Source: an optimization exercise on an open RTL-to-GDS flow (aim: small area and a short achievable clock period). Production flows keep margins and buffers that such runs may drop.
Only simulation tests tie the RTL to the original design; equivalence was not proved.
Power is estimated from default activity; no workload was simulated.

**design.v**
```verilog
module cla_4bit(
    input  [3:0] a, b,
    input        cin,
    output [3:0] sum,
    output       G, P
);
    wire [3:0] g, p, c;
    assign g = a & b;      
    assign p = a ^ b;      
    assign c[0] = cin;
    assign c[1] = g[0] | (p[0] & c[0]);
    assign c[2] = g[1] | (p[1] & c[1]);
    assign c[3] = g[2] | (p[2] & c[2]);
    assign sum = p ^ c[3:0];
    assign G = g[3] | (p[3] & g[2]) | (p[3] & p[2] & g[1]) | (p[3] & p[2] & p[1] & g[0]);
    assign P = p[3] & p[2] & p[1] & p[0];
endmodule
module cla_32bit_adder(
    input  [31:0] a, b,
    input         cin,
    output [31:0] sum,
    output        cout
);
    wire [7:0] gG, gP;       
    wire [8:0] carry;        
    assign carry[0] = cin;
    genvar i;
    generate
        for (i = 0; i < 8; i = i + 1) begin : CLA_BLOCKS
            cla_4bit cla_block (
                .a   (a[i*4 +: 4]),
                .b   (b[i*4 +: 4]),
                .cin (carry[i]),
                .sum (sum[i*4 +: 4]),
                .G   (gG[i]),
                .P   (gP[i])
            );
            assign carry[i+1] = gG[i] | (gP[i] & carry[i]);
        end
    endgenerate
    assign cout = carry[8];
endmodule
module sub( 
    input  [31:0]        a, 
    input  [31: 0]       b,   
    input                   en,     
    input                   bin,    
    output reg [31:0] result,
    output                 bout     
);
    wire [31:0] g, p;         
    wire [32:0] b_chain;      
    assign b_chain[0] = bin;          
    assign g = (~a) & b;               
    assign p = (~a) | b;               
    genvar i;
    generate
        for (i = 0; i < 32; i = i + 1) begin : borrow_block
            assign b_chain[i+1] = g[i] | (p[i] & b_chain[i]);
        end
    endgenerate
    always @(*) begin
        if (en)
            result = a ^ b ^ b_chain[31:0];  
        else
            result = 32'd0;
    end
    assign bout = b_chain[32];
endmodule
module and_gate(
    input [31:0]           a,
    input [31:0]           b,
    input                     en,
    output reg[31:0]    result
);
    always @(*) begin
       result = (a & b) & {32{en}};
    end
endmodule
module not_gate(
    input [31:0]a,
    input en,
    output [31:0]result
);
   assign result = (~a) &  {32{en}};
endmodule
module or_gate(
    input  [31:0] a, b,
    input         en,
    output [31:0] result
);
    assign result = (a | b) & {32{en}};
endmodule
module nor_gate(
    input  [31:0] a, b,
    input         en,
    output [31:0] result
);
    assign result = (~(a | b)) & {32{en}};
endmodule
module nand_gate(
    input [31:0]a,b,
    input en,
    output [31:0]result
);
   assign result = (~(a & b)) &  {32{en}};
endmodule
module xor_gate(
    input [31:0]a,b,
    input en,
    output [31:0]result
);
       assign result = (a ^ b) & {32{en}};
endmodule
module xnor_gate(
    input [31:0]a,b,
    input en,
    output [31:0]result
);
     assign  result = (~(a ^ b))& {32{en}};
endmodule
module b_mul (
    input  [31:0] a,   
    input  [31:0] b,   
    output [63:0] result
);
    reg signed [63:0] A, S;
    reg signed [64:0] P;
    integer i;
    always @(*) begin
        A = { {32{a[31]}}, a };          
        S = { {32{~a[31]}}, (~a + 1'b1) };  
        P = { 32'b0, b, 1'b0 };          
        for (i = 0; i < 32; i = i + 1) begin
            case (P[1:0])
                2'b01: P[64:33] = P[64:33] + A;  
                2'b10: P[64:33] = P[64:33] + S;  
                default: ;  
            endcase
            P = { P[64], P[64:1] };
        end
    end
    assign result = P[64:1];  
endmodule
module nr_div(
    input  [31:0] a,     
    input  [31:0] b,     
    input         en,    
    output reg [31:0] result  
);
    integer i;
    reg [33:0] A;        
    reg [31:0] M;        
    reg [31:0] Q;        
    always @(*) begin
        i = 0;
        A = 34'd0;
        M = 32'd0;
        Q = 32'd0;
        if (en) begin
            if (b == 0) begin
                result = 32'hFFFFFFFF; 
            end else begin
                A = 34'd0;
                Q = a;
                M = b;
                for (i = 0; i < 32; i = i + 1) begin
                    {A, Q} = {A, Q} << 1;
                    if (A[33] == 0)
                        A = A - M;
                    else
                        A = A + M;
                    if (A[33] == 0)
                        Q[0] = 1'b1;
                    else
                        Q[0] = 1'b0;
                end
                if (A[33] == 1)
                    A = A + M;
                result = Q;  
            end
        end else begin
            result = 32'd0;
        end
    end
endmodule
module equal(
    input [31:0]a,b,
    input en,
    output reg[31:0]result
);
    always @(*) begin
        if(en)begin
            result = (a == b) ? 1 : 0;    
        end else begin
            result = 32'd0;  
        end
    end
endmodule
module greater(
    input [31:0]a,b,
    input en,
    output reg[31:0]result
);
    always @(*) begin
        if(en)begin
            result = (a > b) ? 1 : 0;    
        end else begin
            result = 32'd0;  
        end
    end
endmodule
module l_shift(
    input [31:0]a,
    input en,
    output reg[31:0]result
);
    always @(*) begin
        if(en)begin
            result = a << 1;    
        end else begin
            result = 32'd0;  
        end
    end
endmodule
module r_shift(
    input [31:0]a,
    input en,
    output reg[31:0]result
);
    always @(*) begin
        if(en)begin
            result = a >> 1;    
        end else begin
            result = 32'd0;  
        end
    end
endmodule
module flags(
    input [31:0] a, b, result,
    input cout, bout,            
    input [3:0] sel,             
    output zero,
    output sign,
    output parity,
    output overflow,
    output carry
);
    assign zero = (result == 32'b0);
    assign sign = result[31];
    assign parity = ~(^result);
    assign overflow = (sel == 4'b0000) ? 
                        ((a[31] & b[31] & ~result[31]) | (~a[31] & ~b[31] & result[31])) :
                      (sel == 4'b0001) ? 
                        ((a[31] & ~b[31] & ~result[31]) | (~a[31] & b[31] & result[31])) :
                      1'b0;
    assign carry = (sel == 4'b0000) ? cout :
                   (sel == 4'b0001) ? bout :
                   1'b0;
endmodule
module alu(
    input [31:0]         a,b,
    input [3:0]           opcode,
    input                   cin,bin,en,
    output [31:0]       sum,diff,
    output reg [31:0] result,
    output                 cout,bout,
    output                 zero,sign,carry,overflow,parity
);
    wire [31:0] andout,orout,notout,norout,nandout,xorout,xnorout,mul,div,eq,gr,ls,rs ;
    wire [63:0] mul_full;
    cla_32bit_adder             a1(.a(a),.b(b),.cin(cin),.sum(sum),.cout(cout));
    sub                               a2(.a(a),.b(b),.bin(bin),.result(diff),.bout(bout),.en(en));
    and_gate    a4(.a(a),.b(b),.result(andout),.en(en));
    not_gate     a3(.a(a),.result(notout),.en(en));
    or_gate      a5(.a(a),.b(b),.result(orout),.en(en));
    nor_gate    a6(.a(a),.b(b),.result(norout),.en(en));
    nand_gate  a7(.a(a),.b(b),.result(nandout),.en(en));
    xor_gate    a8(.a(a),.b(b),.result(xorout),.en(en));
    xnor_gate  a9(.a(a),.b(b),.result(xnorout),.en(en));
    b_mul       a10(.a(a),.b(b),.result(mul_full));
    assign mul = mul_full[31:0];
    nr_div       q11(.a(a),.b(b),.result(div),.en(en));
    equal        q12(.a(a),.b(b),.result(eq),.en(en));
    greater     q13(.a(a),.b(b),.result(gr),.en(en));
    l_shift       q14(.a(a),.result(ls),.en(en));
    r_shift       q15(.a(a),.result(rs),.en(en));
    flags u_flags(.a(a), .b(b), .result(result), .cout(cout), .bout(bout), .sel(opcode), .zero(zero), .sign(sign), .parity(parity), .overflow(overflow), .carry(carry));
    always@(*) begin
        if (en) begin
            case(opcode)
                4'd0    : result = sum;
                4'd1    : result = diff;
                4'd2    : result = notout;
                4'd3    : result = andout;
                4'd4    : result = orout;
                4'd5    : result = norout;
                4'd6    : result = nandout;
                4'd7    : result = xorout;
                4'd8    : result = xnorout;
                4'd9    : result = mul;
                4'd10    : result = div;
                4'd11    : result = eq;
                4'd12    : result = gr;
                4'd13    : result = ls;
                4'd14    : result = rs;
                default : result = 32'b0;  
            endcase
        end else begin
            result = 32'b0;
        end
    end
endmodule
module alu_top(
    input             clk,
    input      [31:0] a,
    input      [31:0] b,
    input      [3:0]  opcode,
    input             cin,
    input             bin,
    input             en,
    output reg [31:0] sum,
    output reg [31:0] diff,
    output reg [31:0] result,
    output reg        cout,
    output reg        bout,
    output reg        zero,
    output reg        sign,
    output reg        carry,
    output reg        overflow,
    output reg        parity
);
    reg [31:0] a_q, b_q;
    reg [3:0]  opcode_q;
    reg        cin_q, bin_q, en_q;
    wire [31:0] sum_w, diff_w, result_w;
    wire        cout_w, bout_w, zero_w, sign_w, carry_w, overflow_w, parity_w;
    alu u_alu(
        .a(a_q), .b(b_q), .opcode(opcode_q),
        .cin(cin_q), .bin(bin_q), .en(en_q),
        .sum(sum_w), .diff(diff_w), .result(result_w),
        .cout(cout_w), .bout(bout_w),
        .zero(zero_w), .sign(sign_w), .carry(carry_w),
        .overflow(overflow_w), .parity(parity_w)
    );
    always @(posedge clk) begin
        a_q      <= a;
        b_q      <= b;
        opcode_q <= opcode;
        cin_q    <= cin;
        bin_q    <= bin;
        en_q     <= en;
        sum      <= sum_w;
        diff     <= diff_w;
        result   <= result_w;
        cout     <= cout_w;
        bout     <= bout_w;
        zero     <= zero_w;
        sign     <= sign_w;
        carry    <= carry_w;
        overflow <= overflow_w;
        parity   <= parity_w;
    end
endmodule
```
**run.sh**
```bash
#!/bin/bash
# synth_recipe.tcl (not shown) runs the flow's synth.tcl, then flattens the netlist and writes it again
# the make line also repeats each setting of config.mk as NAME=value (left out here)
make -C /OpenROAD-flow-scripts/flow DESIGN_CONFIG=/design/flow/config.mk WORK_HOME=/design/flow/orfs CLKGATE_MAP_FILE= SYNTH_SCRIPT=/design/flow/synth_recipe.tcl finish
```
**config.mk**
```make
export PLATFORM = sky130hd
export DESIGN_NAME = alu_top
export DESIGN_NICKNAME = alu_top
export VERILOG_FILES = /design/flow/design.v
export SDC_FILE = /design/flow/constraint.sdc
export NUM_CORES = 4
export LEC_CHECK = 0
export CAP_MARGIN = 20
export CORE_MARGIN = 2
export CORE_UTILIZATION = 30
export SLEW_MARGIN = 20
```
**constraint.sdc**
```tcl
create_clock -name core_clock -period 125.0 [get_ports {clk}]
set_input_delay 25.0000 -clock core_clock [delete_from_list [all_inputs] [get_ports {clk}]]
set_output_delay 25.0000 -clock core_clock [all_outputs]
set_load 0.01 [all_outputs]
```
==> notes.md <==
how the worst max path moves through the flow:
stage                   depth (start not counted)              to            from
after floorplan                               564  parity$_DFF_P_  b_q[5]$_DFF_P_
after global placement                        547  parity$_DFF_P_  b_q[3]$_DFF_P_
timing repair:
item,4_1_cts,5_1_grt
pin swaps,4,43
endpoints found under the setup margin,4,5
resized for setup,31,160
gates cloned,0,1
setup buffers,6,25
synth_stat cells (all sizes together), types with 45 or more instances:
library cell  number  area share [%]
a211oi           119            0.87
a21o             386             2.8
a21oi           1126             5.5
a31oi            129            0.81
and2             141            0.86
and3             116            0.71
buf              128            0.53
clkbuf           511             1.9
dfxtp            173             3.4
fa               115             2.2
ha              1662              20
inv              513             1.9
mux2              86            0.94
nand2           1541             5.6
nand2b           180             1.1
nand3            293             1.4
nand4             66            0.41
nor2            1684             6.1
nor2b            189             1.1
nor3             310             1.6
nor4              45            0.30
o211ai            92            0.68
o21a             268             2.0
o21ai            858             4.2
o21bai           194             1.4
o31ai             88            0.66
or2               63            0.38
or3              146            0.89
xnor2           2256              19
xor2             348             3.0
layout make-up:
| type | instances | area [µm²] |
|---|---|---|
| Antenna cell | 127 | 317.8 |
| Clock buffer | 28 | 666.9 |
| Clock inverter | 4 | 48.80 |
| Fill cell | 36960 | 228300 |
| Inverter | 523 | 1963 |
| Multi-Input combinational cell | 13340 | 96150 |
| Sequential cell | 173 | 3495 |
| Tap cell | 4557 | 5702 |
| Timing Repair Buffer | 659 | 5523 |
metal layers:
layer | routed length [µm] | part of all wire [%] | global-route usage (%)
met1 | 214700 | 41 | 38.23
met2 | 207000 | 40 | 41.26
met3 | 62140 | 12 | 6.562
met4 | 39460 | 7.5 | 18.06
met5 | 207 | 0.040 | 0.01368
power by group through the flow:
| stage | logic [mW] | clock network, mW | registers (mW) |
|---|---|---|---|
| 3_3_place_gp | 1240 | 0 | 0.0906 |
| 2_1_floorplan | 1280 | 0 | 0.128 |
state kept, by name, indices dropped and copies added (netlist names):
| name | count |
|---|---|
| a_q | 32 |
| b_q | 32 |
| diff | 32 |
| result | 32 |
| sum | 32 |
| opcode_q | 4 |
| bin_q | 1 |
| bout | 1 |
| carry | 1 |
| cin_q | 1 |
| cout | 1 |
| en_q | 1 |
| overflow | 1 |
| parity | 1 |
| zero | 1 |
cell usage in the layout (no fill, tap or decap), types with 179 or more instances in the layout:
master / instances
o21ai_0: 792
a21o_1: 386
nor2b_1: 187
nand2b_1: 179
nor2_1: 1667
a21oi_1: 1101
o21bai_1: 192
o21a_1: 268
buf_4: 471
inv_1: 481
nor3_1: 297
nand2_1: 1541
xnor2_1: 2237
xor2_1: 335
ha_1: 1660
nand3_1: 292
through the flow:
| step | hold slack [ns] | utilization, % | TNS (ns) | power [mW] | instances |
|---|---|---|---|---|---|
| floorplan | 0.5228 | - | 0 | 1278 | 14670 |
| global placement | 0.7843 | 32.66 | -8.704 | 1239 | 19220 |
| detailed placement | 0.7730 | 32.66 | -8.921 | 1239 | 19220 |
| CTS | 0.7820 | 32.93 | 0 | 1276 | 19250 |
| global route | 0.8057 | 33.24 | -0.3690 | 1352 | 19360 |
| finish | 0.7885 | 33.28 | 0 | 1327 | 19410 |
logic make-up (layout without fill, tap and decap cells):
group | after synthesis | count (layout) | synth area share [%]
other | 0 | 127 | 0
DFF | 173 | 173 | 3.367
buffers and inverters | 1163 | 1214 | 4.313
adders and majority gates | 1777 | 1777 | 22.45
muxes | 119 | 119 | 1.275
xor gates and xnor gates | 2609 | 2609 | 22.28
AOI/OAI and AO/OA | 3966 | 3966 | 25.06
and+or+nand+nor | 4864 | 4864 | 21.24
==> flow_metrics.tcl <==
set metrics [dict create \
    grt.total_usage_pct 28.65 \
    pwr-share-clk_pct 0 \
    ys_seq_area_share_pct 3.367 \
    hold_depth 3 \
    status "no timing/DRC/antenna violations" \
    netlist_area_um2 102900 \
    drc_errors 0 \
    dpl.hpwl_um 403100 \
    finalClockSkew_ns 0.03799 \
    drv_slew 0 \
    cts.sink_count 173 \
    hold_end "diff[31]$_DFF_P_" \
    r2r_slack_ns 6.88 \
    fmax_ghz 0.008466 \
    cts_buffers 25 \
    crit_path_top_delay_cell "fa_1" \
    initial_core_util_pct 30.06 \
    grt_max_degree 52 \
    drv_cap 0 \
    design_area_um2 113900 \
    synth_nets 16520 \
    p_seq_share_pct 0 \
    grt_overflow 0 \
    post_drt_via_cell_ratio 5.819 \
    drtAntennaViolNets 0 \
    synthCells 14670 \
    power.largest_group "combinational cells" \
    antenna_found_initial 70 \
    async_flop_share_pct 0 \
    hold_violations 0 \
    synth_ff_type "dfxtp_1" \
    crit_top_cell "a21oi_1" \
    r2r_start "b_q[3]$_DFF_P_" \
    io-pin-count 175 \
    crit_type "reg2reg" \
    nets 16570 \
    ctsHoldBuffers 0 \
    synth_cell_types 111 \
    peakVddDrop_v 0.01205 \
    startpoint "b_q[3]$_DFF_P_" \
    ys_ff_latch 173 \
    wirelength_um 523500 \
    core_um2 342200 \
    critPathCapture "parity$_DFF_P_" \
    clkTransAtPathRegs_ns 0.08 \
    grt_pass1_wl_um 731800 \
    worst_pin_slew_ns 1.308 \
    die_area_um2 347600 \
    layout_setup_ws_ns 6.881 \
    gp_congestion 1.072 \
    dr.pass1.iters 7 \
    setup_violations 0 \
    rows 215 \
    p_comb_w 1.33 \
    crit_path_end_kind "flip-flop" \
    yosys_warnings 10 \
    clkLatencyLatePin_ns 0.57 \
    cp_num_cells 550 \
    leakage_nw 48.68 \
    wl_per_cell_um 26.98 \
    cp.required_ns 125.50 \
    p_int_mw 563.0 \
    grt_pass1_vias 101800 \
    syn_area_per_cell_um2 7.011 \
    critPathMaxFanout 18 \
    postPlaceCellArea_um2 111800 \
    ff2ff_path_depth 550 \
    first_iter_violations 14600 \
    cp-start-kind "flip-flop" \
    pwr.group.clock_uw 71.7 \
    fin_crit_sh_pct 94.50 \
    slew_headroom_pct 11.70 \
    cts_tree "yes" \
    crit_buf_inv 21 \
    cp_top_family "compound AO/OA/AOI/OAI gates" \
    swShare_pct 57.58 \
    area_growth_pct 10.70 \
    cellPowerDensity_nw_per_um2 11660 \
    hold_class "reg2reg" \
    fin_crit_ns 118.12 \
    die_h_um 589.5 \
    hp-start "a_q[31]$_DFF_P_" \
    die_x_um 589.5 \
    comb_power_share_pct 100.0 \
    cts-htree-levels 4 \
    synth_edf_count 0 \
    slowest_delay_ns 0.51 \
    dpl_worst_slack_ns -3.264 \
    netSwitchingPower_mw 764.2 \
    worstPathArrival_ns 118.62 \
    layout-drive-gt1-share_pct 6.718 \
    vias 112900 \
    clock_tree.root_cell "clkbuf_16" \
    io_buffers 174 \
    crit-reg2reg-capture "parity$_DFF_P_" \
    clockBufferDepth 3 \
    powerSeq_uw 88.1 \
]

[separate check: timing with driven ports]
The results above use ideal ports. As a check the final layout listed here was re-extracted and re-timed, cells and wires unchanged. Step 1 assumes that a clkbuf_16 drives the clock port and a buf_2 every other input. Step 2 also shifts input and output timing later by t, the mid clock arrival at the registers, as if the neighbouring blocks saw the same clock. Three values: no drivers, after step 1, after step 2; two values: the first two.
t, ns: 0.607
slack for setup (ns): 6.881 / 6.881 / 6.881
worst hold slack (ns): 0.789 / 0.789 / 0.789
After both steps this run still meets setup and hold. The setup slack of this run moves by 0.000 ns with the drivers and by 0.000 ns with both steps.
